This design comes from an exercise in tuning for small area and a short achievable clock period on the open sky130 flow, not from production work. No run shown here included a check of the RTL's function; only the layout flow was run. Power and IR drop assume default switching activity.

## flow/design.v (module list and top-level ports; edited modules follow where they fit)
// module divider: 3296 lines
module divider
(
    input              clk,
    input              reset,
    input  [31:0]      A,
    input  [31:0]      B,
    input              start,
    input  [7:0]       Physical_address_in,
    input  [31:0]      PC_in,
    input              divider_op_in,
    output             divide_zero_exception,
    output [31:0]      Result,
    output [7:0]       Physical_address_out,
    output [31:0]      PC_out,
    output             done
);
  // ...
==> flow/run.sh <==
#!/bin/bash
# synth_recipe.tcl (not shown) runs the flow's synth.tcl, then flattens the netlist and writes it again
# the make line also repeats each setting of config.mk as NAME=value (left out here)
make -C /OpenROAD-flow-scripts/flow DESIGN_CONFIG=/design/flow/config.mk WORK_HOME=/design/flow/orfs CLKGATE_MAP_FILE= SYNTH_SCRIPT=/design/flow/synth_recipe.tcl finish
==> flow/config.mk <==
export PLATFORM = sky130hd
export DESIGN_NAME = divider
export DESIGN_NICKNAME = divider
export VERILOG_FILES = /design/flow/design.v
export SDC_FILE = /design/flow/constraint.sdc
export NUM_CORES = 8
export LEC_CHECK = 0
export ABC_AREA = 1
export CAP_MARGIN = 20
export CORE_MARGIN = 2
export CORE_UTILIZATION = 40
export GPL_TIMING_DRIVEN = 0
export SLEW_MARGIN = 20
==> flow/constraint.sdc <==
create_clock -name core_clock -period 8.0 [get_ports {clk}]
set_input_delay 1.6000 -clock core_clock [delete_from_list [all_inputs] [get_ports {clk}]]
set_output_delay 1.6000 -clock core_clock [all_outputs]
set_load 0.01 [all_outputs]
==> summary.txt, run 1 <==
* Number of diodes at 1
* WP buf/inv at 9
* Overall die width at between 300 and 400 um
* Placed Cells incl. Taps at roughly 8900
* Vias in the first global route at about 47000
* Aggregate routed wire length at approximately 190 mm
* Global route overflow at 0
* Half-perimeter wire length of the detailed placement result at 155 mm
* Compound-cell area share of the yosys netlist at 0.103
* Post-route DRC at 0
* Async set-or-reset flop fraction in the synthesized netlist at 0
* Most frequent cell after synthesis: sky130_fd_sc_hd__nand2_1
* GPL Wtd Cong at between 0.9 and 1
* Area share of the largest cell type after synthesis at 0.265
* Starting density of the core at 0.403
* R2R Setup Slk at about 180 ps
* Via count of the routed design at around 49000
* Critical path origin: d5[6]
* Fillers at ~13000
* Top cell types by occurrence after synthesis: 1525 x sky130_fd_sc_hd__nand2_1, 784 x sky130_fd_sc_hd__ha_1, 777 x sky130_fd_sc_hd__inv_1
* Clock Skew at just under 80 ps
* Min setup slack post-route at -495 ps
* Comb pwr at between 6000 and 7000 uW
* Layout check fault list: setup timing
* Arrival time worst endpoint at between 6000 and 7000 ps
* Maximum level of the CTS H-tree at 3
* Vertical die dimension at 382 um
* Area fraction in and, or, nand and nor cells after synthesis at 0.205
* Post-Synthesis Cell Area at 0.0572 sq mm
* Dominant kind of cell: multi-input combinational cells
* Source-to-sink clock delay at the later pin of the worst-skew pair at 720 ps
* Net Sw Frac at 0.382
* Fraction of the mapped netlist area in adder cells at 0.304
* Number of flops mapped to enable cells by yosys at 0
* Fraction of layout instances using a drive strength above 1 at 0.189
* Avg Inst Size Synth at 8.39 sq um
* Power Dens Cells at approximately 210 mW/mm^2
* Count of final setup violators at 32
* Result of the run: failed layout checks
==> run 2, diff against run 1 <==
==> flow/flow/run.sh (new file) <==
#!/bin/bash
set -euo pipefail
export BUFFER_PORTS_ARGS="-buffer_cell sky130_fd_sc_hd__buf_2"
export RECOVER_POWER=100
bash standard.sh > standard.log 2>&1
==> flow/standard.sh (new file) <==
#!/bin/bash
# synth_recipe.tcl (not shown) runs the flow's synth.tcl, then flattens the netlist and writes it again
# the make line also repeats each setting of config.mk as NAME=value (left out here)
make -C /OpenROAD-flow-scripts/flow DESIGN_CONFIG=/design/flow/config.mk WORK_HOME=/design/flow/orfs CLKGATE_MAP_FILE= SYNTH_SCRIPT=/design/flow/synth_recipe.tcl "${@:-finish}"
--- a/flow/config.mk
+++ b/flow/config.mk
@@ -6,8 +6,11 @@
 export NUM_CORES = 8
 export LEC_CHECK = 0
 export ABC_AREA = 1
-export CAP_MARGIN = 20
+export CAP_MARGIN = 5
 export CORE_MARGIN = 2
 export CORE_UTILIZATION = 40
+export CTS_CLUSTER_DIAMETER = 100
+export CTS_CLUSTER_SIZE = 28
 export GPL_TIMING_DRIVEN = 0
-export SLEW_MARGIN = 20
+export SETUP_SLACK_MARGIN = 0.1
+export SLEW_MARGIN = 5
removed: flow/run.sh
==> summary.txt, run 2 <==
* Total global-route track usage at 0.259
* Average wire length per cell after detail routing at roughly 21 um
* CP Launch Type: register
* Starting density of the core at 0.403 (unchanged)
* Fraction of the cycle the final worst path needs at 1.04
* Root buffer selected by CTS: sky130_fd_sc_hd__clkbuf_16
* Worst ir drop on vdd at ~180 uV
* Layout overhead on the synthesized area at 18.5%
* Worst hold slack after final layout at about 310 ps
* Worst slew margin at 0.102
* Post-layout util at 0.478
* Fillers at 13700 (+2.1%)
* Dominant synthesized flop cell: sky130_fd_sc_hd__dfxtp_1
* Most frequent cell after synthesis: sky130_fd_sc_hd__nand2_1
* Antenna violations before repair at 8
* Critical Path Slowest Stage Cell: sky130_fd_sc_hd__fa_2
* Critical path peak fanout at 5
* Router iterations before antenna repair at 9
* Top cell types by occurrence after synthesis: 1525 x sky130_fd_sc_hd__nand2_1, 784 x sky130_fd_sc_hd__ha_1, 777 x sky130_fd_sc_hd__inv_1
* Async set-or-reset flop fraction in the synthesized netlist at 0 (unchanged)
* Reg-to-reg critical path startpoint: d3[7]
* Layout check fault list: setup timing
* Number of synthesized register bits at approximately 760
* First-pass GRT wire length at 288 mm
* Clock Skew at 55.0 ps (-21.9 ps)
* Fraction of layout instances using a drive strength above 1 at 0.185 (-0.00359)
* Avg Inst Size Synth at 8.39 sq um (unchanged)
* Core region area at roughly 0.14 sq mm
* Via count of the routed design at 48500 (-0.77%)
* TritonCTS Buffers at 40
* Count of warnings emitted by yosys at 1
* Worst min path class: reg -> reg
* Min setup slack post-route at -314 ps (+181 ps)
* Cell repeated most along the worst path: sky130_fd_sc_hd__nand2_2
* Min Clock Period, post-route at approximately 8300 ps
* Static leakage power at ~0.033 uW
* Final number of hold-violating endpoints at 0
* Worst slack at placement at -1650 ps
* RSZ-0062 raised after global routing: yes
* Post-route DRC at 0 (unchanged)
* Proportion of synthesized chip area in sequential cells at 0.265
* Pin count of the biggest net entering global routing at 29
* Number of nets produced by synthesis at 8080
* Number of maximum-capacitance constraint violations at 0
* TritonCTS clock tree: yes
* Result of the run: failed layout checks
* Register clock-pin slew on the reported worst setup and hold paths at about 100 ps
* Number of distinct library cells after synthesis at 74
* Maximum level of the CTS H-tree at 2 (-1)
* Half-perimeter wire length of the detailed placement result at 156 mm (+0.26%)
* R2R Setup Slk at -270 ps (-450 ps)
* Vias in the first global route at 47200 (-0.12%)
* Area share of the largest cell type after synthesis at 0.265 (unchanged)
* Overall die width at 382 um (unchanged)
* R2r worst-path depth at between 40 and 50
* Placed Cells incl. Taps at 8882 (unchanged)
* Worst Tran Pin Value at 1340 ps
* Number of cells produced by synthesis at roughly 6800
* Main area contributors after synthesis: sky130_fd_sc_hd__dfxtp_1 27%, sky130_fd_sc_hd__ha_1 17%, sky130_fd_sc_hd__fa_1 13%
* Number of flops mapped to enable cells by yosys at 0 (unchanged)
* Net count, final at approximately 8600
* Top-level I/O count at 182
* Slew Viols, Final at 0
* Vertical die dimension at 382 um (unchanged)
* CTS Hold Buffers Added at 0
* Aggregate routed wire length at 194 mm (+0.11%)
* Critical path depth in cells at 43
* Peak clock frequency supported by timing at 120 MHz
* Detail Route Antenna Nets at 0
* Crit path to: Result[30]
* Source-to-sink clock delay at the later pin of the worst-skew pair at 670 ps (-50 ps)
* Power Dens Cells at 194 mW/mm^2 (-9.0%)
* Number of design-rule violations left by the first detailed-router iteration at about 4200
* Count of final setup violators at 75 (+130%)
* Vias/cell at approximately 5.2
* Number of standard-cell rows in the floorplan at 138
* Buffer depth of the longest clock path at 3
* Capture point of the worst reg-to-reg path: x4[30]
* Cell taking the most area after synthesis: sky130_fd_sc_hd__dfxtp_1
* Highest-count cells in the layout ignoring fill and taps: 1412 x sky130_fd_sc_hd__nand2_1, 731 x sky130_fd_sc_hd__ha_1, 720 x sky130_fd_sc_hd__dfxtp_1, 704 x sky130_fd_sc_hd__inv_1, 465 x sky130_fd_sc_hd__nand3_1
* Global route overflow at 0 (unchanged)
* IO buf count at roughly 180
* WP data required at approximately 6400 ps
* Clock Sink Count at around 760
* GPL Wtd Cong at 0.970 (+1.0%)
* Critical path origin: d5[5]
* Setup Crit Path Kind: reg -> out
* Kind of end point of the critical path: output pin
* Full die area at between 0.1 and 0.15 sq mm
* Post-Synthesis Cell Area at 0.0572 sq mm (unchanged)
* Critical path's top delay family: compound AO/OA/AOI/OAI gates
* Most common cell after layout, fill and taps aside: sky130_fd_sc_hd__nand2_1
* Crit path largest cell delay at around 440 ps
* WP buf/inv at 4 (-5)
* Final standard cell count with taps included and fillers excluded at around 9300
* Arrival time worst endpoint at 6710 ps (-180 ps)
run 2: metrics by stage:
step / power (uW) / TNS [ps] / instance area [sq um]
finish: 13100 / -13430 / 67700
global route: 14000 / -58810 / 67700
CTS: 12700 / -11600 / 65300
detailed placement: 9420 / -121410 / 60500
global placement: 9300 / -113100 / 60400
floorplan: 7900 / 0 / 57200
run 2: what timing repair did:
| action | in CTS | in global routing |
|---|---|---|
| gates resized for setup | 582 | 425 |
| setup buffers | 189 | 149 |
| cloned | 6 | 1 |
| pin swaps | 95 | 158 |
| setup endpoints to repair | 124 | 128 |
run 2: final cells by class:
class	count	area (sq um)	area share
clock buffer	42	1040	0.0154
multi-input combinational	5092	40700	0.601
buffer	120	1250	0.0184
antenna	1	2.50	0.0000369
tap	1890	2360	0.0349
timing repair inverter	1	5.00	0.0000739
clock inverter	18	329	0.00486
timing repair buffer	510	3400	0.0502
inverter	840	3410	0.0504
sequential	757	15200	0.225
run 2: worst min path at each step:
stage,from,endpoint,depth (start not counted)
after floorplan,op1,op2,0
after global placement,pc3[9],pc4[9],0
after detailed placement,pa3[3],pa4[3],0
after CTS,x1[4],x2[4],0
after global routing,pc2[29],pc3[29],0
final,x1[4],x2[4],0
run 2: report_power, final:
group	switching [uW]	internal, uW
logic	3550	2650
registers	409	4080
clock network	1390	1050
run 2: logic make-up (layout without fill, tap and decap cells):
kind of cell / Yosys count / after routing / share of synthesized area
AND/OR/NAND/NOR: 2665 / 2665 / 0.205
XOR/XNOR: 344 / 344 / 0.0530
adder cells (fa/ha/maj): 1162 / 1162 / 0.304
AO/OA/AOI/OAI: 921 / 921 / 0.103
flip-flops: 757 / 757 / 0.265
other: 0 / 1 / 0
buffers and inverters: 961 / 1531 / 0.0694
run 2: routing by layer:
metal / routed length, um / GRT usage
met1: 82700 / 0.340
met2: 89700 / 0.428
met3: 13600 / 0.0405
met4: 8150 / 0.0951
met5: 81 / 0

-- what the ideal ports hide --
How much do the figures lean on ideal ports? The routed layouts below were timed once more, with nothing changed but the port constraints. Step 1 (the two cells are an assumption about what drives the block):
set clk [get_ports {clk}]
set_driving_cell -lib_cell sky130_fd_sc_hd__clkbuf_16 $clk
set_driving_cell -lib_cell sky130_fd_sc_hd__buf_2 [delete_from_list [all_inputs] $clk]
Step 2 times the ports against the registers' clock, not the clock port: input delays grow and output delays shrink by t, the midpoint of the rising clock arrivals with the driver on. Slacks: no drivers / after step 1 / after step 2; pairs: no drivers / after step 1.
run	t, ns	setup WS [ns]	worst slew at a driven data input, ns
run 1	0.746	-0.495 / -0.564 / -0.183	0.12
run 2	0.714	-0.314 / -0.387 / -0.665	0.15
For run 2, which loses most, drivers alone change the setup slack by -0.073 ns; drivers and shift together by -0.351 ns.
